What follows belongs to an exercise in optimizing a design on an open flow for small area, a short achievable clock period and few clock cycles; a production flow would make more cautious choices.
Function was checked by simulation only, so behaviour that the tests miss may differ from the original.

File: flow/standard.sh
#!/bin/bash
# synth_recipe.tcl (not shown) runs the flow's synth.tcl, then flattens the netlist and writes it again
# the make line also repeats each setting of config.mk as NAME=value (left out here)
make -C /OpenROAD-flow-scripts/flow DESIGN_CONFIG=/design/flow/config.mk WORK_HOME=/design/flow/orfs CLKGATE_MAP_FILE= SYNTH_SCRIPT=/design/flow/synth_recipe.tcl "${@:-finish}"
File: flow/config.mk
export PLATFORM = sky130hd
export DESIGN_NAME = cordicMagPh
export DESIGN_NICKNAME = cordicMagPh
export VERILOG_FILES = /design/flow/design.v
export SDC_FILE = /design/flow/constraint.sdc
export NUM_CORES = 4
export LEC_CHECK = 0
export ABC_AREA = 1
export CAP_MARGIN = 20
export CORE_MARGIN = 2
export CORE_UTILIZATION = 40
export SETUP_SLACK_MARGIN = 3.0
export SLEW_MARGIN = 20
File: flow/constraint.sdc
create_clock -name core_clock -period 8.0 [get_ports {clk}]
set_input_delay 1.6000 -clock core_clock [delete_from_list [all_inputs] [get_ports {clk}]]
set_output_delay 1.6000 -clock core_clock [all_outputs]
set_load 0.01 [all_outputs]
File: flow/design.v
module cordicMagPh
   #(parameter integer N        = 13,  
     parameter integer XY_WIDTH = 18)  
    (input  wire                           clk,
     input  wire                           reset,    
     input  wire                           st,       
     input  wire signed [XY_WIDTH - 1 : 0] xin,      
     input  wire signed [XY_WIDTH - 1 : 0] yin,      
     output reg                            rdy,      
     output wire        [XY_WIDTH - 1 : 0] mag,      
     output wire signed [XY_WIDTH + 1 : 0] ph);      
    reg         [18 : 0] x;      
    reg         [20 : 0] w;      
    reg         [18 : 0] z;      
    reg         [3 : 0]  cnt;    
    reg                  yzp;    
    reg                  qrt;    
    wire sx = xin[17];
    wire sy = yin[17];
    wire yz = (yin == 18'd0);
    wire [17 : 0] ax = xin ^ {18{sx}};
    wire [17 : 0] ay = yin ^ {18{sy}};
    wire [17 : 0] hs = ax ^ ay;
    wire [17 : 0] hc = ax & ay;
    wire sub1 = ~(sx ^ sy);
    wire [18 : 0] z1 = yz ? 19'd0 : ((sx ^ sy) ? 19'h70000 : 19'h10000);
    wire neg = w[20];                       
    wire pos = ~neg;
    reg  [18 : 0] ysh;                      
    reg  [18 : 0] xmk;                      
    reg  [15 : 0] at;                       
    always @(*) begin
        case (cnt)
            4'd1: begin
                ysh = {w[20], w[19], w[18], w[17], w[16], w[15], w[14], w[13], w[12], w[11], w[10], w[9], w[8], w[7], w[6], w[5], w[4], w[3], w[2]};
                xmk = {{18{1'b1}}, 1'd0};
                at  = 16'd38688;
            end
            4'd2: begin
                ysh = {w[20], w[20], w[20], w[19], w[18], w[17], w[16], w[15], w[14], w[13], w[12], w[11], w[10], w[9], w[8], w[7], w[6], w[5], w[4]};
                xmk = {{17{1'b1}}, 2'd0};
                at  = 16'd20441;
            end
            4'd3: begin
                ysh = {w[20], w[20], w[20], w[20], w[20], w[19], w[18], w[17], w[16], w[15], w[14], w[13], w[12], w[11], w[10], w[9], w[8], w[7], w[6]};
                xmk = {{16{1'b1}}, 3'd0};
                at  = 16'd10376;
            end
            4'd4: begin
                ysh = {w[20], w[20], w[20], w[20], w[20], w[20], w[20], w[19], w[18], w[17], w[16], w[15], w[14], w[13], w[12], w[11], w[10], w[9], w[8]};
                xmk = {{15{1'b1}}, 4'd0};
                at  = 16'd5208;
            end
            4'd5: begin
                ysh = {w[20], w[20], w[20], w[20], w[20], w[20], w[20], w[20], w[20], w[19], w[18], w[17], w[16], w[15], w[14], w[13], w[12], w[11], w[10]};
                xmk = {{14{1'b1}}, 5'd0};
                at  = 16'd2606;
            end
            4'd6: begin
                ysh = {w[20], w[20], w[20], w[20], w[20], w[20], w[20], w[20], w[20], w[20], w[20], w[19], w[18], w[17], w[16], w[15], w[14], w[13], w[12]};
                xmk = {{13{1'b1}}, 6'd0};
                at  = 16'd1303;
            end
            4'd7: begin
                ysh = {w[20], w[20], w[20], w[20], w[20], w[20], w[20], w[20], w[20], w[20], w[20], w[20], w[20], w[19], w[18], w[17], w[16], w[15], w[14]};
                xmk = {{12{1'b1}}, 7'd0};
                at  = 16'd651;
            end
            4'd8: begin
                ysh = {w[20], w[20], w[20], w[20], w[20], w[20], w[20], w[20], w[20], w[20], w[20], w[20], w[20], w[20], w[20], w[19], w[18], w[17], w[16]};
                xmk = {{11{1'b1}}, 8'd0};
                at  = 16'd325;
            end
            4'd9: begin
                ysh = {w[20], w[20], w[20], w[20], w[20], w[20], w[20], w[20], w[20], w[20], w[20], w[20], w[20], w[20], w[20], w[20], w[20], w[19], w[18]};
                xmk = {{10{1'b1}}, 9'd0};
                at  = 16'd162;
            end
            4'd10: begin  
                ysh = 19'd0;
                xmk = 19'd0;
                at  = 16'd81;
            end
            4'd11: begin  
                ysh = {1'b0, w[17 : 0]};
                xmk = 19'd0;
                at  = 16'd0;
            end
            default: begin
                ysh = 19'd0;
                xmk = 19'd0;
                at  = 16'd0;
            end
        endcase
    end
    wire fin = (cnt == 4'd11);
    wire negx = neg & ~fin;
    wire [18 : 0] xn;
    cordicAdd #(19) addx (.a(st ? {1'b0, hs} : x), .b(st ? {hc, sx} : (ysh ^ {19{negx}})),
                          .cin(st ? sy : (fin ? w[18] : neg)), .s(xn));
    wire [20 : 0] xm = {2'b00, x & xmk};
    wire [20 : 0] ws;
    cordicAdd #(21) addw (.a(st ? {{3{yin[17]}}, yin} : w),
                          .b(st ? ({{3{xin[17]}}, xin} ^ {21{sub1}}) : (xm ^ {21{pos}})),
                          .cin(st ? sub1 : pos), .s(ws));
    wire [20 : 0] wn = {ws[19 : 0], 1'b0};
    wire n10 = neg;
    wire [11 : 0] y10 = {w[20], w[20 : 10]};
    wire [11 : 0] a10 = {3'b000, x[18 : 10]} ^ {12{~n10}};
    wire [11 : 0] y11;
    cordicAdd #(12) addy11 (.a(y10), .b(a10), .cin(~n10), .s(y11));
    wire n11 = y11[11];
    wire [11 : 0] b11 = {4'b0000, x[18 : 11]};
    wire e11 = n10 & (&x[10 : 0]);
    wire [11 : 0] bm = ~b11;
    wire [11 : 0] sm = y10 ^ a10 ^ bm;
    wire [11 : 0] cm = (y10 & a10) | (y10 & bm) | (a10 & bm);
    wire [11 : 0] tm;
    cordicAdd #(12) addm (.a(sm), .b({cm[10 : 0], ~n10}), .cin(~e11), .s(tm));
    wire [11 : 0] sp = y10 ^ a10 ^ b11;
    wire [11 : 0] cp = (y10 & a10) | (y10 & b11) | (a10 & b11);
    wire [11 : 0] tp;
    cordicAdd #(12) addp (.a(sp), .b({cp[10 : 0], ~n10}), .cin(e11), .s(tp));
    wire n12 = n11 ? tp[11] : tm[11];
    wire [17 : 0] gha, ghb;
    wire gcy;
    cordicGain gain (.x(x), .n({n12, n11, n10}), .ha(gha), .hb(ghb), .cy(gcy));
    reg [6 : 0] kt;
    always @(*) begin
        case ({qrt, w[20], w[19]})
            3'b000: kt = 7'sd60;
            3'b001: kt = 7'sd20;
            3'b010: kt = -7'sd20;
            3'b011: kt = -7'sd60;
            3'b100: kt = -7'sd60;
            3'b101: kt = -7'sd20;
            3'b110: kt = 7'sd20;
            3'b111: kt = 7'sd60;
        endcase
    end
    wire last = (cnt == 4'd10);
    wire zneg = neg ^ qrt;
    wire [18 : 0] zb = fin ? {{12{kt[6]}}, kt} : ({3'b000, at} ^ {19{zneg}});
    wire [18 : 0] zn;
    cordicAdd #(19) addz (.a(z), .b(zb), .cin(~fin & zneg), .s(zn));
    always @(posedge clk or posedge reset)
    if (reset) begin
        rdy <= 1'b0;
        yzp <= 1'b0;
        cnt <= 4'd12;
    end else begin
        if (st) begin
            rdy <= 1'b0;
            yzp <= yz;
            cnt <= yz ? 4'd12 : 4'd1;
        end else begin
            yzp <= 1'b0;
            if (yzp | fin)
                rdy <= 1'b1;
            if (cnt != 4'd12)
                cnt <= cnt + 4'd1;
        end
    end
    always @(posedge clk) begin
        if (st) begin
            x   <= xn;
            w   <= wn;
            z   <= z1;
            qrt <= sx;
        end else begin
            w   <= last ? {n11, n12, gcy, ghb} : wn;
            z   <= zn;
            x   <= last ? {1'b0, gha} : xn;
        end
    end
    wire [18 : 0] zs = (z[18 : 17] == 2'b01) ? 19'h20000 :
                       (z[18 : 17] == 2'b10) ? 19'h60000 : z;
    wire zs0 = (zs == 19'd0);
    wire [1 : 0] top = ~qrt ? {zs[18], zs[18]} : (zs0 ? 2'b01 : (zs[18] ? 2'b00 : 2'b11));
    assign ph  = {top, zs[17 : 0]};
    assign mag = x[17 : 0];
endmodule
module cordicGain (input wire [18 : 0] x, input wire [2 : 0] n,
                   output wire [17 : 0] ha, output wire [17 : 0] hb, output wire cy);
    wire m1 = x[16] ^ x[13];
    wire m2 = x[16] & x[13];
    wire m3 = x[17] ^ x[14] ^ ~x[12];
    wire m4 = (x[17] & x[14]) | (x[17] & ~x[12]) | (x[14] & ~x[12]);
    wire m5 = x[18] ^ x[15] ^ ~x[13];
    wire m6 = (x[18] & x[15]) | (x[18] & ~x[13]) | (x[15] & ~x[13]);
    wire m7 = x[16] ^ ~x[14];
    wire m8 = x[16] & ~x[14];
    wire m9 = x[17] ^ ~x[15];
    wire m10 = x[17] & ~x[15];
    wire m11 = x[18] ^ ~x[16];
    wire m12 = x[18] & ~x[16];
    wire m13 = x[11] ^ x[8];
    wire m14 = x[11] & x[8];
    wire m15 = x[12] ^ x[9] ^ ~x[7];
    wire m16 = (x[12] & x[9]) | (x[12] & ~x[7]) | (x[9] & ~x[7]);
    wire m17 = x[13] ^ x[10] ^ ~x[8];
    wire m18 = (x[13] & x[10]) | (x[13] & ~x[8]) | (x[10] & ~x[8]);
    wire m19 = x[14] ^ x[11] ^ ~x[9];
    wire m20 = (x[14] & x[11]) | (x[14] & ~x[9]) | (x[11] & ~x[9]);
    wire m21 = ~x[6] ^ ~x[3];
    wire m22 = ~x[6] & ~x[3];
    wire m23 = x[15] ^ x[12] ^ ~x[10];
    wire m24 = (x[15] & x[12]) | (x[15] & ~x[10]) | (x[12] & ~x[10]);
    wire m25 = ~x[7] ^ ~x[4] ^ x[1];
    wire m26 = (~x[7] & ~x[4]) | (~x[7] & x[1]) | (~x[4] & x[1]);
    wire m27 = ~x[11] ^ ~x[8] ^ ~x[5];
    wire m28 = (~x[11] & ~x[8]) | (~x[11] & ~x[5]) | (~x[8] & ~x[5]);
    wire m29 = x[2] ^ x[0] ^ m1;
    wire m30 = (x[2] & x[0]) | (x[2] & m1) | (x[0] & m1);
    wire m31 = ~x[9] ^ ~x[6] ^ x[3];
    wire m32 = (~x[9] & ~x[6]) | (~x[9] & x[3]) | (~x[6] & x[3]);
    wire m33 = x[1] ^ m3 ^ m2;
    wire m34 = (x[1] & m3) | (x[1] & m2) | (m3 & m2);
    wire m35 = ~x[10] ^ ~x[7] ^ x[4];
    wire m36 = (~x[10] & ~x[7]) | (~x[10] & x[4]) | (~x[7] & x[4]);
    wire m37 = x[2] ^ m5 ^ m4;
    wire m38 = (x[2] & m5) | (x[2] & m4) | (m5 & m4);
    wire m39 = ~x[11] ^ ~x[8] ^ x[5];
    wire m40 = (~x[11] & ~x[8]) | (~x[11] & x[5]) | (~x[8] & x[5]);
    wire m41 = x[3] ^ m7 ^ m6;
    wire m42 = (x[3] & m7) | (x[3] & m6) | (m7 & m6);
    wire m43 = ~x[12] ^ ~x[9] ^ x[6];
    wire m44 = (~x[12] & ~x[9]) | (~x[12] & x[6]) | (~x[9] & x[6]);
    wire m45 = x[4] ^ m9 ^ m8;
    wire m46 = (x[4] & m9) | (x[4] & m8) | (m9 & m8);
    wire m47 = ~x[13] ^ ~x[10] ^ x[7];
    wire m48 = (~x[13] & ~x[10]) | (~x[13] & x[7]) | (~x[10] & x[7]);
    wire m49 = x[5] ^ m11 ^ m10;
    wire m50 = (x[5] & m11) | (x[5] & m10) | (m11 & m10);
    wire m51 = ~x[17] ^ ~x[14] ^ ~x[11];
    wire m52 = (~x[17] & ~x[14]) | (~x[17] & ~x[11]) | (~x[14] & ~x[11]);
    wire m53 = x[8] ^ x[6] ^ m12;
    wire m54 = (x[8] & x[6]) | (x[8] & m12) | (x[6] & m12);
    wire m55 = ~x[18] ^ ~x[15] ^ ~x[12];
    wire m56 = (~x[18] & ~x[15]) | (~x[18] & ~x[12]) | (~x[15] & ~x[12]);
    wire m57 = x[9] ^ x[7];
    wire m58 = x[9] & x[7];
    wire m59 = ~x[16] ^ ~x[13] ^ x[10];
    wire m60 = (~x[16] & ~x[13]) | (~x[16] & x[10]) | (~x[13] & x[10]);
    wire m61 = ~x[17] ^ ~x[14];
    wire m62 = ~x[17] & ~x[14];
    wire m63 = ~x[18] ^ ~x[15];
    wire m64 = ~x[18] & ~x[15];
    wire m65 = x[8] ^ x[5];
    wire m66 = x[8] & x[5];
    wire m67 = x[9] ^ x[6] ^ ~x[4];
    wire m68 = (x[9] & x[6]) | (x[9] & ~x[4]) | (x[6] & ~x[4]);
    wire m69 = x[10] ^ x[7] ^ ~x[5];
    wire m70 = (x[10] & x[7]) | (x[10] & ~x[5]) | (x[7] & ~x[5]);
    wire m71 = ~x[6] ^ ~x[3] ^ ~x[0];
    wire m72 = (~x[6] & ~x[3]) | (~x[6] & ~x[0]) | (~x[3] & ~x[0]);
    wire m73 = ~x[4] ^ ~x[1] ^ m15;
    wire m74 = (~x[4] & ~x[1]) | (~x[4] & m15) | (~x[1] & m15);
    wire m75 = ~x[5] ^ ~x[2] ^ m17;
    wire m76 = (~x[5] & ~x[2]) | (~x[5] & m17) | (~x[2] & m17);
    wire m77 = x[0] ^ m19 ^ m21;
    wire m78 = (x[0] & m19) | (x[0] & m21) | (m19 & m21);
    wire m79 = m23 ^ m25 ^ m20;
    wire m80 = (m23 & m25) | (m23 & m20) | (m25 & m20);
    wire m81 = m27 ^ m29 ^ m24;
    wire m82 = (m27 & m29) | (m27 & m24) | (m29 & m24);
    wire m83 = m31 ^ m33 ^ m28;
    wire m84 = (m31 & m33) | (m31 & m28) | (m33 & m28);
    wire m85 = m35 ^ m37 ^ m32;
    wire m86 = (m35 & m37) | (m35 & m32) | (m37 & m32);
    wire m87 = m39 ^ m41 ^ m36;
    wire m88 = (m39 & m41) | (m39 & m36) | (m41 & m36);
    wire m89 = m43 ^ m45 ^ m40;
    wire m90 = (m43 & m45) | (m43 & m40) | (m45 & m40);
    wire m91 = m47 ^ m49 ^ m44;
    wire m92 = (m47 & m49) | (m47 & m44) | (m49 & m44);
    wire m93 = m51 ^ m53 ^ m48;
    wire m94 = (m51 & m53) | (m51 & m48) | (m53 & m48);
    wire m95 = m55 ^ m57 ^ m52;
    wire m96 = (m55 & m57) | (m55 & m52) | (m57 & m52);
    wire m97 = x[8] ^ m59 ^ m56;
    wire m98 = (x[8] & m59) | (x[8] & m56) | (m59 & m56);
    wire m99 = x[11] ^ x[9] ^ m61;
    wire m100 = (x[11] & x[9]) | (x[11] & m61) | (x[9] & m61);
    wire m101 = x[12] ^ x[10] ^ m63;
    wire m102 = (x[12] & x[10]) | (x[12] & m63) | (x[10] & m63);
    wire m103 = ~x[16] ^ x[13] ^ x[11];
    wire m104 = (~x[16] & x[13]) | (~x[16] & x[11]) | (x[13] & x[11]);
    wire m105 = ~x[17] ^ x[14];
    wire m106 = ~x[17] & x[14];
    wire m107 = ~x[18] ^ x[15];
    wire m108 = ~x[18] & x[15];
    wire m109 = x[5] ^ x[2];
    wire m110 = x[5] & x[2];
    wire m111 = x[6] ^ x[3] ^ ~x[1];
    wire m112 = (x[6] & x[3]) | (x[6] & ~x[1]) | (x[3] & ~x[1]);
    wire m113 = x[7] ^ x[4] ^ ~x[2];
    wire m114 = (x[7] & x[4]) | (x[7] & ~x[2]) | (x[4] & ~x[2]);
    wire m115 = ~x[3] ^ ~x[0] ^ m65;
    wire m116 = (~x[3] & ~x[0]) | (~x[3] & m65) | (~x[0] & m65);
    wire m117 = ~x[1] ^ m67 ^ m66;
    wire m118 = (~x[1] & m67) | (~x[1] & m66) | (m67 & m66);
    wire m119 = ~x[2] ^ m69 ^ m68;
    wire m120 = (~x[2] & m69) | (~x[2] & m68) | (m69 & m68);
    wire m121 = m13 ^ m71 ^ m70;
    wire m122 = (m13 & m71) | (m13 & m70) | (m71 & m70);
    wire m123 = m14 ^ m73 ^ m72;
    wire m124 = (m14 & m73) | (m14 & m72) | (m73 & m72);
    wire m125 = m16 ^ m75 ^ m74;
    wire m126 = (m16 & m75) | (m16 & m74) | (m75 & m74);
    wire m127 = m18 ^ m77 ^ m76;
    wire m128 = (m18 & m77) | (m18 & m76) | (m77 & m76);
    wire m129 = m22 ^ m79 ^ m78;
    wire m130 = (m22 & m79) | (m22 & m78) | (m79 & m78);
    wire m131 = m26 ^ m81 ^ m80;
    wire m132 = (m26 & m81) | (m26 & m80) | (m81 & m80);
    wire m133 = m30 ^ m83 ^ m82;
    wire m134 = (m30 & m83) | (m30 & m82) | (m83 & m82);
    wire m135 = m34 ^ m85 ^ m84;
    wire m136 = (m34 & m85) | (m34 & m84) | (m85 & m84);
    wire m137 = m38 ^ m87 ^ m86;
    wire m138 = (m38 & m87) | (m38 & m86) | (m87 & m86);
    wire m139 = m42 ^ m89 ^ m88;
    wire m140 = (m42 & m89) | (m42 & m88) | (m89 & m88);
    wire m141 = m46 ^ m91 ^ m90;
    wire m142 = (m46 & m91) | (m46 & m90) | (m91 & m90);
    wire m143 = m50 ^ m93 ^ m92;
    wire m144 = (m50 & m93) | (m50 & m92) | (m93 & m92);
    wire m145 = m54 ^ m95 ^ m94;
    wire m146 = (m54 & m95) | (m54 & m94) | (m95 & m94);
    wire m147 = m58 ^ m97 ^ m96;
    wire m148 = (m58 & m97) | (m58 & m96) | (m97 & m96);
    wire m149 = m60 ^ m99 ^ m98;
    wire m150 = (m60 & m99) | (m60 & m98) | (m99 & m98);
    wire m151 = m62 ^ m101 ^ m100;
    wire m152 = (m62 & m101) | (m62 & m100) | (m101 & m100);
    wire m153 = m64 ^ m103 ^ m102;
    wire m154 = (m64 & m103) | (m64 & m102) | (m103 & m102);
    wire m155 = x[12] ^ m105 ^ m104;
    wire m156 = (x[12] & m105) | (x[12] & m104) | (m105 & m104);
    wire m157 = x[13] ^ m107 ^ m106;
    wire m158 = (x[13] & m107) | (x[13] & m106) | (m107 & m106);
    wire m159 = x[16] ^ x[14] ^ m108;
    wire m160 = (x[16] & x[14]) | (x[16] & m108) | (x[14] & m108);
    wire m161 = x[17] ^ x[15];
    wire m162 = x[17] & x[15];
    wire m163 = x[18] ^ x[16];
    wire m164 = x[18] & x[16];
    wire m165 = n[2] ? ((~n[0] & ~n[1]) | (n[0] & n[1])) : ((n[0] ^ n[1]));
    wire m166 = n[2] ? ((n[0] ^ n[1]) | (n[0] & n[1])) : ((n[0] & n[1]));
    wire m167 = n[2] ? ((~n[0] & ~n[1]) | (n[0] & n[1])) : ((n[0] ^ n[1]));
    wire m168 = n[2] ? ((n[0] ^ n[1]) | (n[0] & n[1])) : ((n[0] & n[1]));
    wire m169 = n[2] ? ((n[0] ^ n[1])) : ((~n[0] & ~n[1]) | (n[0] & n[1]));
    wire m170 = n[2] ? ((n[0] ^ n[1]) | (n[0] & n[1])) : ((n[0] & n[1]));
    wire m171 = n[2] ? ((n[0] ^ n[1]) | (n[0] & n[1])) : ((n[0] & n[1]));
    wire m172 = n[2] ? ((n[0] & n[1])) : ((~n[0] & ~n[1]));
    wire m173 = n[2] ? ((n[0] ^ n[1])) : ((n[0] & n[1]));
    wire m174 = n[2] ? ((n[0] ^ n[1]) | (n[0] & n[1])) : ((n[0] & n[1]));
    wire m175 = n[2] ? ((n[0] & n[1])) : ((~n[0] & ~n[1]));
    wire m176 = n[2] ? ((n[0] ^ n[1])) : ((n[0] & n[1]));
    wire m177 = n[2] ? ((n[0] ^ n[1]) | (n[0] & n[1])) : ((n[0] & n[1]));
    wire m178 = n[2] ? ((~n[0] & ~n[1]) | (n[0] ^ n[1])) : ((n[0] ^ n[1]) | (n[0] & n[1]));
    wire m179 = n[2] ? ((n[0] & n[1])) : (1'b0);
    wire m180 = n[2] ? ((~n[0] & ~n[1]) | (n[0] & n[1])) : ((n[0] ^ n[1]));
    wire m181 = n[2] ? ((n[0] ^ n[1]) | (n[0] & n[1])) : ((n[0] & n[1]));
    wire m182 = x[3] ^ x[0];
    wire m183 = x[3] & x[0];
    wire m184 = x[4] ^ x[1] ^ m168;
    wire m185 = (x[4] & x[1]) | (x[4] & m168) | (x[1] & m168);
    wire m186 = ~x[0] ^ m109 ^ m169;
    wire m187 = (~x[0] & m109) | (~x[0] & m169) | (m109 & m169);
    wire m188 = m111 ^ m110 ^ m170;
    wire m189 = (m111 & m110) | (m111 & m170) | (m110 & m170);
    wire m190 = m113 ^ m112 ^ m171;
    wire m191 = (m113 & m112) | (m113 & m171) | (m112 & m171);
    wire m192 = m115 ^ m114 ^ m172;
    wire m193 = (m115 & m114) | (m115 & m172) | (m114 & m172);
    wire m194 = m117 ^ m116 ^ m173;
    wire m195 = (m117 & m116) | (m117 & m173) | (m116 & m173);
    wire m196 = m119 ^ m118 ^ m174;
    wire m197 = (m119 & m118) | (m119 & m174) | (m118 & m174);
    wire m198 = m121 ^ m120 ^ m175;
    wire m199 = (m121 & m120) | (m121 & m175) | (m120 & m175);
    wire m200 = m123 ^ m122 ^ m176;
    wire m201 = (m123 & m122) | (m123 & m176) | (m122 & m176);
    wire m202 = m125 ^ m124 ^ m177;
    wire m203 = (m125 & m124) | (m125 & m177) | (m124 & m177);
    wire m204 = m127 ^ m126 ^ m178;
    wire m205 = (m127 & m126) | (m127 & m178) | (m126 & m178);
    wire m206 = m129 ^ m128 ^ m179;
    wire m207 = (m129 & m128) | (m129 & m179) | (m128 & m179);
    wire m208 = m131 ^ m130 ^ m180;
    wire m209 = (m131 & m130) | (m131 & m180) | (m130 & m180);
    wire m210 = m133 ^ m132 ^ m181;
    wire m211 = (m133 & m132) | (m133 & m181) | (m132 & m181);
    wire m212 = m135 ^ m134;
    wire m213 = m135 & m134;
    wire m214 = m137 ^ m136;
    wire m215 = m137 & m136;
    wire m216 = m139 ^ m138;
    wire m217 = m139 & m138;
    wire m218 = m141 ^ m140;
    wire m219 = m141 & m140;
    wire m220 = m143 ^ m142;
    wire m221 = m143 & m142;
    wire m222 = m145 ^ m144;
    wire m223 = m145 & m144;
    wire m224 = m147 ^ m146 ^ 1'b1;
    wire m225 = (m147 & m146) | (m147 & 1'b1) | (m146 & 1'b1);
    wire m226 = m149 ^ m148 ^ 1'b1;
    wire m227 = (m149 & m148) | (m149 & 1'b1) | (m148 & 1'b1);
    wire m228 = m151 ^ m150 ^ 1'b1;
    wire m229 = (m151 & m150) | (m151 & 1'b1) | (m150 & 1'b1);
    wire m230 = m153 ^ m152;
    wire m231 = m153 & m152;
    wire m232 = m155 ^ m154 ^ 1'b1;
    wire m233 = (m155 & m154) | (m155 & 1'b1) | (m154 & 1'b1);
    wire m234 = m157 ^ m156 ^ 1'b1;
    wire m235 = (m157 & m156) | (m157 & 1'b1) | (m156 & 1'b1);
    wire m236 = m159 ^ m158;
    wire m237 = m159 & m158;
    wire m238 = m161 ^ m160 ^ 1'b1;
    wire m239 = (m161 & m160) | (m161 & 1'b1) | (m160 & 1'b1);
    wire m240 = m163 ^ m162 ^ 1'b1;
    wire m241 = (m163 & m162) | (m163 & 1'b1) | (m162 & 1'b1);
    wire m242 = x[17] ^ m164 ^ 1'b1;
    wire m243 = (x[17] & m164) | (x[17] & 1'b1) | (m164 & 1'b1);
    wire m244 = x[18] ^ 1'b1;
    wire m245 = x[18] & 1'b1;
    wire [34 : 0] ra = {m244, m242, m240, m238, m236, m234, m232, m230, m228, m226, m224, m222, m220, m218, m216, m214, m212, m210, m208, m206, m204, m202, m200, m198, m196, m194, m192, m190, m188, m186, m184, m167, x[2], x[1], x[0]};
    wire [34 : 0] rb = {m243, m241, m239, m237, m235, m233, m231, m229, m227, m225, m223, m221, m219, m217, m215, m213, m211, m209, m207, m205, m203, m201, m199, m197, m195, m193, m191, m189, m187, m185, m183, m182, 1'b0, m166, m165};
    wire [17 : 0] lo;
    cordicAdd #(18) low (.a({1'b0, ra[16 : 0]}), .b({1'b0, rb[16 : 0]}), .cin(1'b0), .s(lo));
    assign ha = ra[34 : 17];
    assign hb = rb[34 : 17];
    assign cy = lo[17];
endmodule
module cordicAdd #(parameter integer W = 19)
    (input wire [W - 1 : 0] a, input wire [W - 1 : 0] b, input wire cin,
     output wire [W - 1 : 0] s);
    localparam integer L = $clog2(W);
    wire [W - 1 : 0] p = a ^ b;
    wire [W - 1 : 0] g0 = a & b;
    wire [W - 1 : 0] gg [0 : L];
    wire [W - 1 : 0] pp [0 : L];
    assign gg[0] = {g0[W - 1 : 1], g0[0] | (p[0] & cin)};
    assign pp[0] = p;
    genvar l, i;
    generate
        for (l = 0; l < L; l = l + 1) begin : lv
            for (i = 0; i < W; i = i + 1) begin : bt
                if ((i >> l) & 1) begin : cmb
                    localparam integer J = ((i >> l) << l) - 1;
                    assign gg[l + 1][i] = gg[l][i] | (pp[l][i] & gg[l][J]);
                    assign pp[l + 1][i] = pp[l][i] & pp[l][J];
                end else begin : pas
                    assign gg[l + 1][i] = gg[l][i];
                    assign pp[l + 1][i] = pp[l][i];
                end
            end
        end
    endgenerate
    assign s = p ^ {gg[L][W - 2 : 0], cin};
endmodule
File: flow/flow/run.sh
#!/bin/bash
# The standard layout, with one change to synthesis: no adder cells are
# extracted (ADDER_MAP_FILE empty), so ABC maps the adders and carry-save
# trees from plain gates. Registers are mapped as in the standard synthesis.
set -euo pipefail
bash standard.sh ADDER_MAP_FILE= synth > synth.log 2>&1
bash standard.sh > layout.log 2>&1
==> impl_metrics.csv, run 1 <==
group,metric,value,unit
worst_setup_path,criticalPathCategory,"in -> reg",
worst_setup_path,cp_max_fo,54,
worst_setup_path,crit_arrival,4850,ps
hold_path,hold_path.class,"reg -> reg",
worst_setup_path,worst_r2r_startpoint,"w[20]",
hold_path,hold-path-cell-count,2,
clock_tree,clk_latency,360,ps
routing,vias,14590,
floorplanning,start_util,40.43,%
worst_setup_path,r2r-end,"w[18]",
yosys,synth_area_leaders,"nand2_1, dfxtp_1, inv_1",
worst_setup_path,path_common_cell,"nand2_1",
floorplanning,fp-row-count,64,
hold_path,min_to,"rdy",
worst_setup_path,startpoint_type,"input port",
yosys,ys_types,70,
yosys,ys_top_cells_by_count,"nand2_1, inv_1, nor2_1",
yosys,synth-seq-cells,66,
worst_setup_path,worstPathRequired,8250,ps
finish,drive_above_1_share,8.251,%
routing,ant_nets,0,
worst_setup_path,max_stage_delay,520,ps
worst_setup_path,endpoint_kind,"flop",
grt,grt_pass1_wl,69.52,mm
yosys,yosysMostFrequentCell,"nand2_1",
yosys,yosys_warnings,5,
routing,drt_pass1_iterations,6,
timing,finClkSkew,7.281,ps
timing,setup_viol,0,
clock_tree,cts_root_buf,"clkbuf_16",
worst_setup_path,crit_chain,"buf_2 -> buf_4 -> nor2_2 -> inv_1 -> nand2_1 -> nand2_1 -> o21ai_0 -> or2_2 -> nand3_1 -> a21o_1 -> nand2_1 -> a21boi_2 -> a21boi_4 -> nand3b_1 -> nand2_2 -> nand2_1 -> nand3_1 -> nand2_1 -> nand3_1 -> nand3_1 -> nand2_1 -> nand2_1 -> nand2_1",
floorplanning,die_h,179.4,µm
routing,drc_errors,0,
timing,hold_violations,0,
yosys,yosysSeqAreaShare,11.09,%
yosys,async_flop_share,9.091,%
worst_setup_path,reg2reg_slack,3750,ps
clock_tree,cts_tree,"yes",
grt,grt_max_degree,55,
grt,grt_antenna_before_repair,0,
timing,slew_headroom,36.94,%
floorplanning,die_area,32170,µm²
timing,period_share,57.49,%
yosys,synth_edf_count,1,
clock_tree,clkSlewWorstSetupHoldPaths,60,ps
hold_path,holdCritStartpoint,"yzp",
outcome,status,"timing/DRC/antenna clean",
clock_tree,cts_inserted_buffers,9,
timing,drv_slew,0,
timing,fin_crit,4599,ps
finish,seqCellArea,1364,µm²
place,placed_cell_area,13200,µm²
timing,rsz0062_at_grt,"false",
yosys,syn_inst,2311,
finish,fin_area,13480,µm²
run,max_cap_violations,0,
floorplanning,core,30430,µm²
finish,area_growth,9.581,%
place,port_buffers,77,
timing,worstMarginPinSlew,945.9,ps
place,gp_congestion,0.9590,
yosys,syn_avg_cell_area,5.323,µm²
clock_tree,clkSinkCount,66,
timing,fmax,0.2174,GHz
timing,final.setup.tns,0,ps
yosys,post-synth-top-area-cell,"nand2_1",
place,dp_hpwl,36.17,mm
clock_tree,htreeDepth,3,
yosys,yosysTopAreaCellShare,22.21,%
finish,diodes,0,
routing,wl,45.40,mm
clock_tree,hold_buffers,0,
yosys,syn_nets,2350,
grt,gr-total-overflow,0,
finish,nets,2374,
yosys,ys.flop_type,"dfxtp_1",
yosys,synthesis.area,12300,µm²
floorplanning,die_w,179.4,µm
routing,via_per_inst,5.336,
routing,wl_per_cell,16.60,µm
worst_setup_path,reg2reg_depth,28,
clock_tree,max-clock-path-buffers,2,
finish,multiInputGateArea,9266,µm²
routing,drt_iter0_markers,1303,
grt,first_global_vias,12680,
grt,grt_usage,28.06,%
worst_setup_path,cpMaxStageDelayCell,"buf_4",
floorplanning,ios,78,
finish,fillCellCount,3352,
==> state kept, by name, indices dropped and copies added, names as in the netlist <==
name,cells
x,19
qrt,1
w,21
cnt,4
rdy,1
yzp,1
z,19
==> per-stage QoR <==
stage	util, %	instances	setup slack (ps)	hold WS (ps)
final	44.30	2735	3401	528.6
after global routing	44.30	2735	3022	579.3
after CTS	44.23	2733	3018	539.0
after detailed placement	43.36	2718	2560	525.3
after global placement	43.36	2718	2646	503.8
after floorplan	-	2311	4063	489.0
==> critical path: cells and delay by family <==
kind            cells  cell delay, ps
compound gates      4             570
buf+inv             3             770
simple gates       16            1880
==> how the worst max path moves through the flow <==
stage	startpoint	endpoint	slack, ps
global route	st	w[12]	3020
CTS	yin[17]	w[18]	3020
floorplan	xin[17]	w[12]	4060
detailed placement	xin[17]	w[20]	2560
finish	st	w[20]	3400
global placement	xin[17]	w[20]	2650
==> layout by cell type, fill, tap and decap left out, types with 17 or more instances in the layout <==
cell type,netlist,layout
xor2_1,102,102
o22ai_1,41,41
nand3_1,136,136
nand2_1,728,728
nor2_2,14,17
a21oi_1,137,137
nor2_1,264,261
o21ai_0,111,111
nand2_2,33,33
inv_1,288,287
or2_2,24,24
clkdlybuf4s50_1,0,74
o21ai_1,17,17
nor3_1,26,26
inv_2,36,36
or2_1,18,18
dfxtp_1,59,59
xnor2_1,43,43
==> final cells by class <==
cell class                 count  share of cell area (%)
clock buffer                  12                   1.828
clock inverter                 3                  0.1299
inverter                     330                   9.291
multi-input combinational   1840                   68.74
sequential                    66                   10.12
tap                          396                   3.676
timing repair buffer          88                   6.219
==> routing by layer <==
layer  GRT usage, %  part of all wire [%]  vias to the layer above
met5              0                     0                        -
met3          3.903                   7.8                       81
met2          44.00                    43                      563
met1          39.32                    46                     6560
li1               -                     -                     7390
met4          9.610                   3.3                        0
==> cell families (layout without fill, tap and decap cells) <==
kind of cell / after synthesis / count (layout) / share of synthesized area (%)
AND/OR/NAND/NOR: 1314 / 1314 / 46.57
AO/OA/AOI/OAI: 378 / 378 / 18.02
XOR/XNOR: 147 / 147 / 10.59
flip-flops: 66 / 66 / 11.09
buffers and inverters: 405 / 433 / 13.65
multiplexers: 1 / 1 / 0.08137
==> timing repair <==
item / CTS / global route
pin swaps: 0 / 0
setup buffers: 0 / 2
hold endpoints to repair: 0 / 0
setup endpoints to repair: 4 / 19
resized for setup: 1 / 5
Testbench counts, summed over its fixed seeds: cycles 192,000.
==> run 2, diff against run 1 <==
--- a/flow/config.mk
+++ b/flow/config.mk
@@ -7,3 +7,2 @@
 export LEC_CHECK = 0
-export ABC_AREA = 1
 export CAP_MARGIN = 20
==> run 2 against run 1 <==
Against the previous run:
- still clean
- via count up 9.1%
- worst setup slack worse by 310 ps
- non-clock buffer count rose by 59
- critical path depth decreased by 6
- clock skew increased by 2.4 ps
- synthesized cell count decreased by 7.3%
- design area rose by 22%
- die area rose by 17%
- synthesized area is 18% higher
==> impl_metrics.csv, run 2 <==
group,metric,value,unit
outcome,status,"timing/DRC/antenna clean",
yosys,synthMuxAreaShare,4.048,%
yosys,syn_inst,2142,
yosys,synth_fa_ha_area_share,3.522,%
yosys,synthSimpleGateAreaFrac,24.84,%
finish,final_cell_mix,"xnor2_1, nand2_1, nor2_1",
routing,vias,15930,
yosys,synth-xor-area-share,22.29,%
timing,hold_violations,0,
finish,fillCellCount,3641,
place,place_worst_setup_slack,1711,ps
grt,gr-total-overflow,0,
hold_path,hold_path.class,"reg -> reg",
yosys,ys.flop_type,"dfxtp_1",
yosys,syn_nets,2181,
floorplanning,die_w,194.4,µm
worst_setup_path,criticalPathCategory,"in -> reg",
routing,via_per_inst,6.177,
finish,area_growth,13.44,%
routing,ant_nets,0,
worst_setup_path,startpoint_type,"input port",
timing,final.setup.tns,0,ps
clock_tree,cts_inserted_buffers,9,
timing,drv_slew,0,
routing,met1_length,24.10,mm
place,gp_congestion,0.9409,
finish,diodes,0,
grt,grt_pass1_wl,81.96,mm
finish,largest_register_ffs,21,
worst_setup_path,crit_arrival,5140,ps
clock_tree,max-clock-path-buffers,2,
timing,fin_crit,4906,ps
routing,drc_errors,0,
yosys,synth_edf_count,1,
yosys,synth_compound_area_share,28.85,%
routing,drt_iter0_markers,1585,
grt,grt_antenna_before_repair,0,
timing,slew_headroom,28.76,%
floorplanning,fp-row-count,69,
routing,wl,52.93,mm
yosys,async_flop_share,9.091,%
finish,layout_commonest_cell,"xnor2_1",
clock_tree,cts_root_buf,"clkbuf_16",
yosys,ys_top_cells_by_count,"xnor2_1, nand2_1, nor2_1",
yosys,yosysTopAreaCellShare,15.53,%
floorplanning,start_util,40.65,%
floorplanning,die_h,194.4,µm
finish,seqCellArea,1395,µm²
yosys,ys_types,102,
floorplanning,ios,78,
clock_tree,htreeDepth,3,
finish,nets,2151,
clock_tree,clk_latency,360,ps
floorplanning,die_area,37780,µm²
routing,top_layer,"met4",
routing,wl_met3,3.931,mm
timing,fin_ws,3094,ps
grt,first_global_vias,14410,
yosys,synth_area_leaders,"xnor2_1, dfxtp_1, a21oi_1",
floorplanning,core,35660,µm²
worst_setup_path,worstPathRequired,8230,ps
yosys,syn_avg_cell_area,6.767,µm²
yosys,synthesis.area,14500,µm²
worst_setup_path,cp_max_fo,29,
finish,multiInputGateArea,12520,µm²
finish,regMostFlops,"w",
finish,drive_above_1_share,11.29,%
routing,drt_pass1_iterations,24,
routing,met2_length,23.22,mm
grt,grt_usage,26.89,%
routing,wl_per_cell,20.53,µm
clock_tree,cts_tree,"yes",
run,max_cap_violations,0,
timing,rsz0062_at_grt,"false",
timing,setup_viol,0,
timing,fmax,0.2038,GHz
finish,reg_top3,"w (21), x (19), z (19)",
timing,worstMarginPinSlew,1067,ps
grt,grt_max_degree,85,
yosys,post-synth-top-area-cell,"xnor2_1",
yosys,yosysSeqAreaShare,9.409,%
place,dp_hpwl,37.45,mm
yosys,yosys_warnings,5,
timing,period_share,61.32,%
worst_setup_path,endpoint_kind,"flop",
yosys,yosysMostFrequentCell,"xnor2_1",
yosys,synth-seq-cells,66,
timing,finClkSkew,9.677,ps
clock_tree,clkSlewWorstSetupHoldPaths,60,ps
place,port_buffers,77,
clock_tree,clkSinkCount,66,
yosys,synth_top_family_by_area,"compound AO/OA/AOI/OAI gates",
[run 2: layer usage]
| layer | track usage, % | up-vias |
|---|---|---|
| met5 | 0 | - |
| met4 | 9.487 | 0 |
| met1 | 37.85 | 7568 |
| li1 | - | 7608 |
| met2 | 41.66 | 662 |
| met3 | 3.974 | 87 |
[run 2: stage by stage]
stage	instance area [µm²]	cells	hold slack [ps]	utilization [%]
2_1_floorplan	14510	2142	489.5	-
3_3_place_gp	15300	2528	507.9	42.92
3_5_place_dp	15300	2528	541.7	42.92
4_1_cts	15970	2557	555.7	44.79
5_1_grt	16440	2578	628.1	46.12
6_report	16440	2578	561.1	46.12
[run 2: layout make-up]
| cell class | instances | area share, % |
|---|---|---|
| Sequential cell | 66 | 8.484 |
| Multi-Input combinational cell | 1839 | 76.15 |
| Clock buffer | 10 | 1.392 |
| Inverter | 49 | 1.301 |
| Timing Repair Buffer | 147 | 8.766 |
| Tap cell | 461 | 3.508 |
| Clock inverter | 6 | 0.4033 |
[run 2: worst max-delay path, cell delays in order]
cell and delay, ps:
buf_12 210, xor2_4 270, buf_4 190, xnor2_1 190
xor2_1 230, a21oi_2 110, nand3_2 120, o21ai_0 90
a21boi_0 250, o21ai_0 210, o21ai_4 240, a21oi_2 110
maj3_2 390, a221o_1 380, and2_1 170, o221a_1 250
mux2i_1 130
[run 2: timing repair]
action / 4_1_cts / 5_1_grt
pin swaps: 4 / 18
hold buffers: 0 / 0
gates resized for setup: 64 / 72
buffers inserted: 13 / 21
endpoints found under the setup margin: 20 / 12
[run 2: kinds of logic (layout without fill, tap and decap cells)]
logic type | after synthesis | count (layout)
AO/OA/AOI/OAI | 637 | 637
XOR/XNOR | 356 | 356
adder cells (fa/ha/maj) | 50 | 50
buffers and inverters | 237 | 212
flip-flops | 66 | 66
multiplexers | 54 | 54
AND/OR/NAND/NOR | 742 | 742
[run 2: final timing paths]
path | slack [ps] | depth (start not counted) | startpoint | end
setup / recovery | 3090 | 17 | xin[17] | x[18]
hold / removal | 560 | 2 | yzp | rdy
setup reg to reg | 3160 | 16 | x[14] | w[18]
hold reg to reg | 560 | 2 | yzp | rdy
max in group asynchronous | 6310 | 2 | reset | cnt[3]
min in group asynchronous | 1450 | 2 | reset | yzp
==> run 3, diff against run 2 <==
--- a/flow/config.mk
+++ b/flow/config.mk
@@ -7,2 +7,3 @@
 export LEC_CHECK = 0
+export ABC_AREA = 1
 export CAP_MARGIN = 20
@@ -10,3 +11,3 @@
 export CORE_UTILIZATION = 40
-export SETUP_SLACK_MARGIN = 3.0
+export SETUP_SLACK_MARGIN = 3.5
 export SLEW_MARGIN = 20
==> run 3 against run 2 <==
Against the previous run:
- largest cell class unchanged
- register-to-register slack improved by 800 ps
- design area is 18% lower
- highest routed layer unchanged
- clock skew decreased by 2.6 ps
- sequential share of layout area is 1.6 points higher
- still clean on timing, DRC and antenna
- critical endpoint is now ph[19]
- final cell count up 6.0%
- die area shrank 15%
- critical path depth is 10 lower
- synthesized area is 15% lower
==> impl_metrics.csv, run 3 <==
group,metric,value,unit
outcome,status,"timing/DRC/antenna clean",
routing,ant_nets,0,
place,dp_hpwl,36.17,mm
floorplanning,core,30430,µm²
timing,hold_violations,0,
worst_setup_path,crit_chain,"inv_1 -> nor2_4 -> nor3_1 -> or4_1 -> nor3_1 -> a21oi_1 -> clkdlybuf4s50_1",
hold_path,hold_path.class,"reg -> reg",
clock_tree,clk_latency,360,ps
finish,regMostFlops,"w",
finish,fin_area,13510,µm²
clock_tree,hold_buffers,0,
clock_tree,cts_inserted_buffers,9,
floorplanning,fp-row-count,64,
yosys,synth_edf_count,1,
worst_setup_path,path_common_cell,"nor3_1",
timing,setup_viol,0,
timing,fin_ws,3735,ps
place,placed_cell_area,13200,µm²
yosys,synth_area_leaders,"nand2_1, dfxtp_1, inv_1",
routing,vias,14560,
finish,area_growth,9.815,%
yosys,ys.flop_type,"dfxtp_1",
routing,via_per_inst,5.326,
timing,period_share,53.31,%
yosys,ys_top_cells_by_count,"nand2_1, inv_1, nor2_1",
hold_path,hold-path-cell-count,2,
grt,grt_usage,28.07,%
floorplanning,die_w,179.4,µm
routing,drc_errors,0,
yosys,yosysSeqAreaShare,11.09,%
finish,final_cell_mix,"nand2_1, inv_1, nor2_1",
routing,wl_per_cell,16.61,µm
routing,drt_pass1_iterations,6,
place,place_worst_setup_slack,2560,ps
run,max_cap_violations,0,
worst_setup_path,crit_family,"simple AND/OR/NAND/NOR gates",
timing,worstMarginPinSlew,790.9,ps
worst_setup_path,cpMaxStageDelayCell,"or4_1",
worst_setup_path,endpoint_kind,"primary output",
timing,timing.hold.ws,529.2,ps
grt,grt_antenna_before_repair,0,
grt,grt_max_degree,55,
worst_setup_path,cp_max_fo,17,
worst_setup_path,crit_arrival,2670,ps
floorplanning,start_util,40.43,%
grt,first_global_vias,12670,
yosys,yosysMostFrequentCell,"nand2_1",
yosys,post-synth-top-area-cell,"nand2_1",
floorplanning,die_area,32170,µm²
grt,grt_pass1_wl,69.54,mm
yosys,yosysTopAreaCellShare,22.21,%
yosys,async_flop_share,9.091,%
place,gp_congestion,0.9590,
worst_setup_path,path_buf_inv,2,
yosys,ys_types,70,
worst_setup_path,worst_r2r_startpoint,"x[11]",
timing,final.setup.tns,0,ps
clock_tree,cts_tree,"yes",
finish,layout_commonest_cell,"nand2_1",
worst_setup_path,r2r-end,"w[18]",
worst_setup_path,reg2reg_slack,3960,ps
clock_tree,clkSlewWorstSetupHoldPaths,60,ps
worst_setup_path,startpoint_type,"flop",
finish,diodes,0,
yosys,syn_inst,2311,
clock_tree,clkSinkCount,66,
place,port_buffers,77,
finish,nets,2372,
yosys,syn_avg_cell_area,5.323,µm²
yosys,synthesis.area,12300,µm²
floorplanning,die_h,179.4,µm
clock_tree,post_cts_buffers,0,
clock_tree,cts_root_buf,"clkbuf_16",
yosys,syn_nets,2350,
timing,fmax,0.2345,GHz
hold_path,min_to,"rdy",
timing,drv_slew,0,
yosys,yosys_warnings,5,
finish,drive_above_1_share,8.173,%
worst_setup_path,criticalPathCategory,"reg -> out",
finish,fin_util,44.40,%
worst_setup_path,max_stage_delay,530,ps
worst_setup_path,reg2reg_depth,26,
timing,rsz0062_at_grt,"true",
timing,fin_crit,4265,ps
floorplanning,ios,78,
worst_setup_path,worstPathRequired,6400,ps
finish,reg_top3,"w (21), x (19), z (19)",
clock_tree,max-clock-path-buffers,2,
finish,largest_register_ffs,21,
routing,drt_iter0_markers,1318,
finish,fin_cells,2733,
clock_tree,htreeDepth,3,
place,place_inst,2718,
timing,finClkSkew,7.118,ps
grt,gr-total-overflow,0,
hold_path,holdCritStartpoint,"yzp",
routing,wl,45.41,mm
yosys,synth-seq-cells,66,
timing,slew_headroom,46.72,%
[run 3: cells by family after synthesis]
kind of cell	Yosys count	synth area share, %
AOI/OAI and AO/OA	378	18.02
xor gates and xnor gates	147	10.59
buffers and inverters	405	13.65
DFF	66	11.09
muxes	1	0.08137
and+or+nand+nor	1314	46.57
[run 3: worst reg2reg max path, stage by stage (launching register included)]
cell     delay, ps
dfxtp_1        740
inv_2          230
nand2_1        170
nand3_2        190
nand2_1        160
o21ai_1         80
nand2_1         80
nand2_1         60
nand2_1         60
nand2_1         60
nand2_1         80
nand2_2         90
nand2_2        280
inv_2           60
nor2_1         150
nand3_1        250
nand2_2        220
nand2_1         60
o21ai_0         80
nand2_1         80
a21oi_1        160
nand3_1         90
nand2_1        130
nand2_1         70
nand2_1         80
nand2_1        140
a21oi_2        140
[run 3: area by class of cell]
| type | instances | area, µm² |
|---|---|---|
| fillers | 3345 | 16920 |
| clock inverters | 3 | 17.52 |
| multi-input cells | 1840 | 9281 |
| flip-flops and latches | 66 | 1364 |
| clock buffers | 12 | 246.5 |
| inverters | 330 | 1256 |
| well taps | 396 | 495.5 |
| repair buffers | 86 | 848.3 |
[run 3: metal layers]
layer	share of wire, %	wire (µm)	vias to the layer above	global-route usage (%)
met5	0	0	-	0
li1	-	-	7380	-
met3	7.0	3170	88	3.903
met2	43	19450	518	43.98
met1	47	21230	6569	39.35
met4	3.4	1552	0	9.610
[run 3: worst max-delay path by stage]
stage	from	endpoint	cells past startpoint
3_5_place_dp	xin[17]	w[20]	22
4_1_cts	st	w[20]	23
2_1_floorplan	xin[17]	w[12]	23
6_report	z[18]	ph[19]	7
5_1_grt	xin[0]	w[12]	23
3_3_place_gp	xin[17]	w[20]	22
[run 3: what timing repair did]
item	4_1_cts	5_1_grt
resized for setup	9	15
setup endpoints to repair	29	24
gates cloned	0	0
==> run 4, diff against run 3 <==
--- a/flow/config.mk
+++ b/flow/config.mk
@@ -11,3 +11,3 @@
 export CORE_UTILIZATION = 40
-export SETUP_SLACK_MARGIN = 3.5
+export SETUP_SLACK_MARGIN = 4.2
 export SLEW_MARGIN = 20
==> run 4 against run 3 <==
Against the previous run:
- final cell count up 1.8%
- synthesized cell count stayed put
- via count grew 2.3%
- largest cell class unchanged
==> impl_metrics.csv, run 4 <==
group,metric,value,unit
outcome,status,"timing/DRC/antenna clean",
routing,met2_length,20.55,mm
grt,grt_antenna_before_repair,1,
finish,largest_register_ffs,21,
routing,wl_per_cell,16.89,µm
clock_tree,clkSlewWorstSetupHoldPaths,60,ps
timing,timing.hold.ws,523.8,ps
floorplanning,ios,78,
place,dp_hpwl,35.73,mm
yosys,syn_inst,2311,
yosys,async_flop_share,9.091,%
yosys,yosysMostFrequentCell,"nand2_1",
yosys,ys_types,70,
yosys,synth_area_leaders,"nand2_1, dfxtp_1, inv_1",
timing,slew_headroom,46.88,%
yosys,syn_avg_cell_area,5.323,µm²
worst_setup_path,endpoint_kind,"flop",
worst_setup_path,startpoint_type,"input port",
worst_setup_path,criticalPathCategory,"in -> reg",
clock_tree,max-clock-path-buffers,2,
worst_setup_path,worstPathRequired,8260,ps
yosys,synth_edf_count,1,
clock_tree,cts_inserted_buffers,9,
yosys,synthesis.area,12300,µm²
routing,met1_length,21.36,mm
routing,via_per_inst,5.355,
clock_tree,cts_root_buf,"clkbuf_16",
floorplanning,die_area,32170,µm²
timing,hold_violations,0,
yosys,ys.flop_type,"dfxtp_1",
finish,fin_util,48.94,%
yosys,ys_top_cells_by_count,"nand2_1, inv_1, nor2_1",
place,gp_congestion,0.9420,
timing,period_share,47.53,%
floorplanning,fp-row-count,64,
routing,top_layer,"met4",
yosys,yosys_warnings,5,
grt,gr-total-overflow,0,
finish,area_growth,21.05,%
routing,vias,14890,
timing,setup_viol,0,
yosys,post-synth-top-area-cell,"nand2_1",
timing,fin_crit,3802,ps
finish,layout_commonest_cell,"nand2_1",
yosys,yosysTopAreaCellShare,22.21,%
timing,worstMarginPinSlew,788.5,ps
routing,drt_pass1_iterations,6,
grt,grt_pass1_wl,70.93,mm
grt,first_global_vias,13300,
routing,wl,46.98,mm
floorplanning,die_h,179.4,µm
floorplanning,core,30430,µm²
timing,finClkSkew,7.518,ps
finish,reg_top3,"w (21), x (19), z (19)",
hold_path,hold_path.class,"reg -> reg",
grt,grt_max_degree,36,
place,placed_cell_area,13230,µm²
routing,ant_nets,0,
finish,fin_cells,2781,
place,port_buffers,77,
clock_tree,clkSinkCount,66,
finish,fillCellCount,3217,
yosys,synth-seq-cells,66,
timing,drv_slew,0,
grt,grt_usage,28.45,%
clock_tree,clk_latency,350,ps
place,place_inst,2720,
worst_setup_path,cp_max_fo,4,
yosys,syn_nets,2350,
yosys,yosysSeqAreaShare,11.09,%
timing,final.setup.tns,0,ps
finish,regMostFlops,"w",
timing,fmax,0.2630,GHz
clock_tree,cts_tree,"yes",
finish,diodes,0,
routing,drc_errors,0,
finish,nets,2420,
finish,final_cell_mix,"nand2_1, inv_1, nor2_1",
worst_setup_path,crit_arrival,4060,ps
floorplanning,die_w,179.4,µm
timing,rsz0062_at_grt,"true",
floorplanning,start_util,40.43,%
finish,drive_above_1_share,14.55,%
clock_tree,htreeDepth,3,
finish,fin_area,14890,µm²
routing,wl_met3,3.470,mm
run,max_cap_violations,0,
routing,drt_iter0_markers,1453,
==> run 4: cell counts after synthesis <==
Identical to the previous run, type by type.
==> run 4: stage by stage <==
step | setup WS (ps)
after floorplan | 4202
after CTS | 4169
after global routing | 4001
after global placement | 3041
after detailed placement | 2963
final | 4198
==> run 4: path summary, 6_finish.rpt <==
| kind | startpoint | cells after the start | slack (ps) | to |
|---|---|---|---|---|
| min in group asynchronous | reset | 2 | 1470 | cnt[0] |
| worst max-delay path | yin[1] | 18 | 4200 | w[14] |
| worst min register to register | yzp | 2 | 520 | rdy |
| max in group asynchronous | reset | 2 | 6270 | cnt[2] |
| worst min-delay path | yzp | 2 | 520 | rdy |
| worst max register to register | w[20] | 27 | 4360 | w[18] |
==> run 4: cell type report <==
cell class	instances	area, µm²	share of cell area [%]
Clock inverter	4	45.04	0.3025
Inverter	330	1270	8.528
Clock buffer	11	232.7	1.563
Tap cell	396	495.5	3.327
Sequential cell	66	1388	9.318
Timing Repair Buffer	134	1529	10.27
Multi-Input combinational cell	1840	9932	66.69
==> run 4: critical path, cell delays in order <==
cell and delay (ps):
clkdlybuf4s50_1 550, nand2_1 110, o21ai_0 190, xor2_1 250
a21o_1 140, nand2_2 80, a21boi_4 200, a21boi_4 70
nand3b_1 130, nand2_4 110, a21oi_4 170, inv_2 50
nand3_1 100, nand2_1 60, nand2_1 50, nand3_1 70
nand2_1 70, inv_1 30
==> run 4: kinds of logic after synthesis <==
kind of cell           synth area share (%)
AND/OR/NAND/NOR                       46.57
AO/OA/AOI/OAI                         18.02
flip-flops                            11.09
multiplexers                        0.08137
XOR/XNOR                              10.59
buffers and inverters                 13.65
==> run 4: per-layer routing <==
| metal | vias to the layer above | track usage [%] |
|---|---|---|
| met4 | 0 | 9.039 |
| met2 | 582 | 45.56 |
| met1 | 6743 | 39.16 |
| li1 | 7474 | - |
| met3 | 92 | 4.325 |
| met5 | - | 0 |
==> run 4: repair_timing <==
action	in CTS	in global routing
pin swaps	13	41
hold buffers	0	0
buffers inserted	11	26
gates cloned	4	5
endpoints found under the setup margin	52	39
gates resized for setup	83	143
==> run 5, diff against run 4 <==
--- a/flow/config.mk
+++ b/flow/config.mk
@@ -11,3 +11,3 @@
 export CORE_UTILIZATION = 40
-export SETUP_SLACK_MARGIN = 4.2
+export SETUP_SLACK_MARGIN = 3.85
 export SLEW_MARGIN = 20
==> run 5 against run 4 <==
Against the previous run:
- still clean on timing, DRC and antenna
- sequential cell count is the same
- first-iteration DRC count shrank 9.5%
- clock skew is essentially flat
- global-route usage shrank 0.37 points
- critical path depth shrank 9
- critical endpoint is now ph[19]
- largest cell class unchanged
==> impl_metrics.csv, run 5 <==
group,metric,value,unit
outcome,status,"timing/DRC/antenna clean",
worst_setup_path,crit_family,"buffers and inverters",
yosys,ys_top_cells_by_count,"nand2_1, inv_1, nor2_1",
clock_tree,clk_latency,360,ps
place,placed_cell_area,13200,µm²
yosys,syn_inst,2311,
worst_setup_path,crit_arrival,2440,ps
grt,gr-total-overflow,0,
worst_setup_path,criticalPathCategory,"reg -> out",
timing,worstMarginPinSlew,742.0,ps
worst_setup_path,cpMaxStageDelayCell,"clkdlybuf4s50_1",
yosys,synthesis.area,12300,µm²
routing,via_per_inst,5.359,
clock_tree,cts_root_buf,"clkbuf_16",
timing,timing.hold.ws,528.5,ps
finish,drive_above_1_share,10.04,%
yosys,yosys_warnings,5,
yosys,syn_nets,2350,
yosys,ys.flop_type,"dfxtp_1",
finish,largest_register_ffs,21,
floorplanning,die_area,32170,µm²
routing,drt_iter0_markers,1315,
finish,layout_commonest_cell,"nand2_1",
yosys,synth_area_leaders,"nand2_1, dfxtp_1, inv_1",
worst_setup_path,worstPathRequired,6400,ps
timing,period_share,50.51,%
yosys,yosysTopAreaCellShare,22.21,%
finish,fin_area,13900,µm²
finish,regMostFlops,"w",
floorplanning,core,30430,µm²
clock_tree,htreeDepth,3,
timing,hold_violations,0,
worst_setup_path,path_buf_inv,3,
yosys,synth_edf_count,1,
timing,setup_viol,0,
timing,fin_crit,4041,ps
place,gp_congestion,0.9590,
grt,grt_usage,28.09,%
worst_setup_path,reg2reg_depth,26,
timing,final.setup.tns,0,ps
worst_setup_path,endpoint_kind,"primary output",
timing,finClkSkew,7.186,ps
floorplanning,start_util,40.43,%
yosys,synth-seq-cells,66,
floorplanning,ios,78,
worst_setup_path,startpoint_type,"flop",
routing,vias,14770,
clock_tree,clkSinkCount,66,
yosys,yosysSeqAreaShare,11.09,%
yosys,post-synth-top-area-cell,"nand2_1",
run,max_cap_violations,0,
timing,drv_slew,0,
finish,reg_top3,"w (21), x (19), z (19)",
place,port_buffers,77,
worst_setup_path,cp.depth,9,
clock_tree,cts_tree,"yes",
routing,drt_pass1_iterations,8,
finish,nets,2395,
clock_tree,cts_inserted_buffers,9,
grt,grt_pass1_wl,69.58,mm
finish,fin_cells,2756,
yosys,yosysMostFrequentCell,"nand2_1",
clock_tree,clkSlewWorstSetupHoldPaths,60,ps
timing,slew_headroom,50.41,%
finish,final_cell_mix,"nand2_1, inv_1, nor2_1",
floorplanning,fp-row-count,64,
yosys,ys_types,70,
hold_path,hold_path.class,"reg -> reg",
grt,first_global_vias,12690,
grt,grt_max_degree,55,
routing,wl,46.29,mm
timing,fmax,0.2475,GHz
floorplanning,die_w,179.4,µm
timing,rsz0062_at_grt,"true",
worst_setup_path,max_stage_delay,480,ps
routing,drc_errors,0,
clock_tree,max-clock-path-buffers,2,
hold_path,hold-path-cell-count,2,
worst_setup_path,cp_max_fo,8,
routing,ant_nets,0,
routing,wl_per_cell,16.80,µm
place,dp_hpwl,36.17,mm
place,place_inst,2718,
grt,grt_antenna_before_repair,0,
floorplanning,die_h,179.4,µm
finish,diodes,0,
finish,area_growth,13.00,%
yosys,async_flop_share,9.091,%
worst_setup_path,crit_chain,"clkinvlp_4 -> nor2_4 -> buf_4 -> nor3_1 -> nor2_1 -> nand4_1 -> nor3_2 -> a21oi_1 -> clkdlybuf4s50_1",
yosys,syn_avg_cell_area,5.323,µm²
run 5: path summary, 6_finish.rpt:
| check | start | endpoint | slack, ps |
|---|---|---|---|
| max | z[17] | ph[19] | 3960 |
| min | yzp | rdy | 530 |
| max reg2reg | x[10] | w[18] | 4190 |
| min reg2reg | yzp | rdy | 530 |
| max in group asynchronous | reset | cnt[3] | 6290 |
| min in group asynchronous | reset | rdy | 1450 |
run 5: cell type report:
cell class	count	area, µm²
clock inverter	3	17.52
sequential	66	1376
inverter	330	1272
fill	3314	16530
multi-input combinational	1842	9387
tap	396	495.5
clock buffer	12	246.5
timing repair buffer	107	1106
run 5: repair_timing:
| item | in CTS | in global routing |
|---|---|---|
| gates cloned | 0 | 5 |
| buffers inserted | 5 | 13 |
| hold buffers | 0 | 0 |
| pin swaps | 3 | 7 |
| endpoints found under the setup margin | 35 | 27 |
| resized for setup | 24 | 49 |
run 5: cells by family (layout without fill, tap and decap cells):
| family | count (synthesis) | after routing | share of synthesized area [%] |
|---|---|---|---|
| xor gates and xnor gates | 147 | 147 | 10.59 |
| buffers and inverters | 405 | 452 | 13.65 |
| and+or+nand+nor | 1314 | 1316 | 46.57 |
| AOI/OAI and AO/OA | 378 | 378 | 18.02 |
| DFF | 66 | 66 | 11.09 |
| muxes | 1 | 1 | 0.08137 |
run 5: routing by layer:
metal,up-vias,GRT usage [%],part of all wire (%)
li1,7432,-,-
met1,6726,39.33,46
met2,533,44.08,43
met3,79,3.966,7.5
met4,0,9.509,3.0
met5,-,0,0
run 5: tightest hold or removal path: stages (launching register included):
cell	delay (ps)
dfrtp_1	330
nor2_1	40
a21oi_1	120
run 5: stage by stage:
stage          utilization, %  setup WS (ps)
2_1_floorplan               -           4063
3_3_place_gp            43.36           2646
3_5_place_dp            43.36           2560
4_1_cts                 44.56           3852
5_1_grt                 45.68           3790
6_report                45.68           3959
==> run 6, diff against run 5 <==
--- a/flow/config.mk
+++ b/flow/config.mk
@@ -10,3 +10,3 @@
 export CORE_MARGIN = 2
-export CORE_UTILIZATION = 40
+export CORE_UTILIZATION = 55
 export SETUP_SLACK_MARGIN = 3.85
==> run 6 against run 5 <==
Against the previous run:
- hold slack worse by 12 ps
- register-to-register slack improved by 20 ps
- sequential cell count unchanged
- via count is 1.4% higher
- core utilization up 17 points
- non-clock buffer count shrank 3
- final cell count down 4.4%
- critical path type unchanged
- fmax is 0.97% higher
- worst setup slack better by 39 ps
==> impl_metrics.csv, run 6 <==
group,metric,value,unit
outcome,status,"timing/DRC/antenna clean",
timing,fin_crit,4002,ps
floorplanning,start_util,56.20,%
finish,area_growth,12.03,%
finish,fin_cells,2636,
floorplanning,core,21890,µm²
routing,drt_pass1_iterations,9,
yosys,synth_area_leaders,"nand2_1, dfxtp_1, inv_1",
timing,finClkSkew,14.30,ps
worst_setup_path,crit_arrival,2400,ps
routing,wl_per_cell,17.01,µm
grt,grt_use_met2,56.70,%
routing,vias,14970,
timing,final.setup.tns,0,ps
routing,drc_errors,0,
floorplanning,fp-row-count,54,
timing,fmax,0.2498,GHz
routing,wl,44.83,mm
worst_setup_path,crit_end,"ph[19]",
place,dp_hpwl,34.77,mm
worst_setup_path,r2r-end,"w[18]",
yosys,ys_types,70,
worst_setup_path,cp.depth,7,
grt,gr-usage-met1,51.17,%
worst_setup_path,worstPathRequired,6400,ps
clock_tree,cts_root_buf,"clkbuf_16",
routing,drt_iter0_markers,1627,
place,gp_congestion,1.035,
floorplanning,ios,78,
floorplanning,die_h,153.6,µm
clock_tree,cts_inserted_buffers,9,
grt,gr-total-overflow,0,
timing,hold_violations,0,
finish,layout_commonest_cell,"nand2_1",
yosys,synth_edf_count,1,
finish,seqCellArea,1371,µm²
yosys,yosys_warnings,5,
clock_tree,max-clock-path-buffers,2,
finish,multiInputGateArea,9374,µm²
worst_setup_path,cp_max_fo,8,
yosys,syn_avg_cell_area,5.323,µm²
worst_setup_path,endpoint_kind,"primary output",
timing,setup_viol,0,
timing,slew_headroom,49.59,%
clock_tree,clk_latency,360,ps
worst_setup_path,crit_start,"z[17]",
finish,nets,2390,
hold_path,hold_path.class,"reg -> reg",
worst_setup_path,crit_chain,"inv_1 -> nor2_4 -> nor3_1 -> or4_1 -> nor3_1 -> a21oi_1 -> clkdlybuf4s50_1",
timing,worstMarginPinSlew,755.1,ps
yosys,synth-seq-cells,66,
yosys,ys.flop_type,"dfxtp_1",
finish,fin_util,62.96,%
floorplanning,die_w,153.6,µm
place,place_inst,2603,
yosys,synthesis.area,12300,µm²
worst_setup_path,reg2reg_slack,4210,ps
grt,use_met3,5.524,%
grt,grt_busiest_layer,"met2",
yosys,yosysSeqAreaShare,11.09,%
worst_setup_path,criticalPathCategory,"reg -> out",
timing,timing.hold.ws,516.9,ps
worst_setup_path,cpMaxStageDelayCell,"or4_1",
finish,final_cell_mix,"nand2_1, inv_1, nor2_1",
timing,period_share,50.03,%
finish,regMostFlops,"w",
worst_setup_path,startpoint_type,"flop",
-- run 6: through the flow --
step	cell area, µm²	worst slack, ps
floorplan	12300	4063
CTS	13520	3863
global route	13780	3795
finish	13780	3998
detailed placement	13070	2678
global placement	13050	2789
-- run 6: metal layers --
metal | wire (µm) | share of wire [%]
met4 | 2001 | 4.5
met2 | 18980 | 42
met5 | 0 | 0
met3 | 4340 | 9.7
met1 | 19510 | 44
-- run 6: final cells by class --
type                            count  area share [%]
Clock buffer                       11           1.916
Clock inverter                      5          0.4358
Inverter                          330           9.187
Multi-Input combinational cell   1840           68.02
Sequential cell                    66           9.950
Tap cell                          280           2.542
Timing Repair Buffer              104           7.953
-- run 6: kinds of logic (layout without fill, tap and decap cells) --
logic type,after synthesis,after routing,share of synthesized area [%]
compound gates,378,378,18.02
xor+xnor,147,147,10.59
buf+inv,405,450,13.65
flops,66,66,11.09
mux,1,1,0.08137
simple gates,1314,1314,46.57
-- run 6: worst min path at each step --
stage | start | end | slack (ps) | cells after the start
floorplan | yzp | rdy | 490 | 2
global placement | yzp | rdy | 500 | 2
detailed placement | yzp | rdy | 510 | 2
CTS | yzp | rdy | 520 | 2
global route | yzp | rdy | 560 | 2
finish | yzp | rdy | 520 | 2
-- run 6: what timing repair did --
item / CTS / global route
buffers inserted: 3 / 10
gates cloned: 1 / 3
endpoints found under the setup margin: 35 / 32
endpoints found under the hold margin: 0 / 0
gates resized for setup: 22 / 37
pin swaps: 3 / 7
-- run 6: worst register-to-register path: cells and delay by family (launching register included) --
| kind | cells | cell delay, ps |
|---|---|---|
| flops | 1 | 310 |
| compound gates | 2 | 230 |
| buf+inv | 3 | 570 |
| simple gates | 25 | 2640 |

-- re-timing with driven ports --
No port has a modelled driver above. Below, the same layouts with a new extraction and two added sets of constraints.
Step 1 assumes that a clkbuf_16 drives the clock port and a buf_2 every other input.
Step 2 times the ports against the registers' clock, not the clock port: input delays grow and output delays shrink by t, the midpoint of the rising clock arrivals with the driver on.
Slacks: ideal / step 1 / step 2; pairs: ideal / step 1.
run	t (ns)	slack for setup (ns)	hold slack, ns	worst setup path after step 2	worst data-port slew with drivers (ns)
run 1	0.403	3.401 / 3.427 / 3.023	0.529 / 0.529 / 0.529	input to register	0.04
run 2	0.397	3.094 / 3.074 / 2.677	0.561 / 0.561 / 0.561	input to register	0.09
run 3	0.408	3.735 / 3.685 / 3.362	0.529 / 0.529 / 0.529	input to register	0.04
run 4	0.398	4.198 / 4.149 / 3.751	0.524 / 0.524 / 0.524	input to register	0.20
run 5	0.406	3.959 / 3.909 / 3.670	0.529 / 0.529 / 0.529	input to register	0.05
run 6	0.398	3.998 / 3.947 / 3.671	0.517 / 0.517 / 0.517	input to register	0.04
After both steps setup and hold are still met in every run listed. For run 4, which loses most, drivers alone change the setup slack by -0.049 ns; drivers and shift together by -0.447 ns.
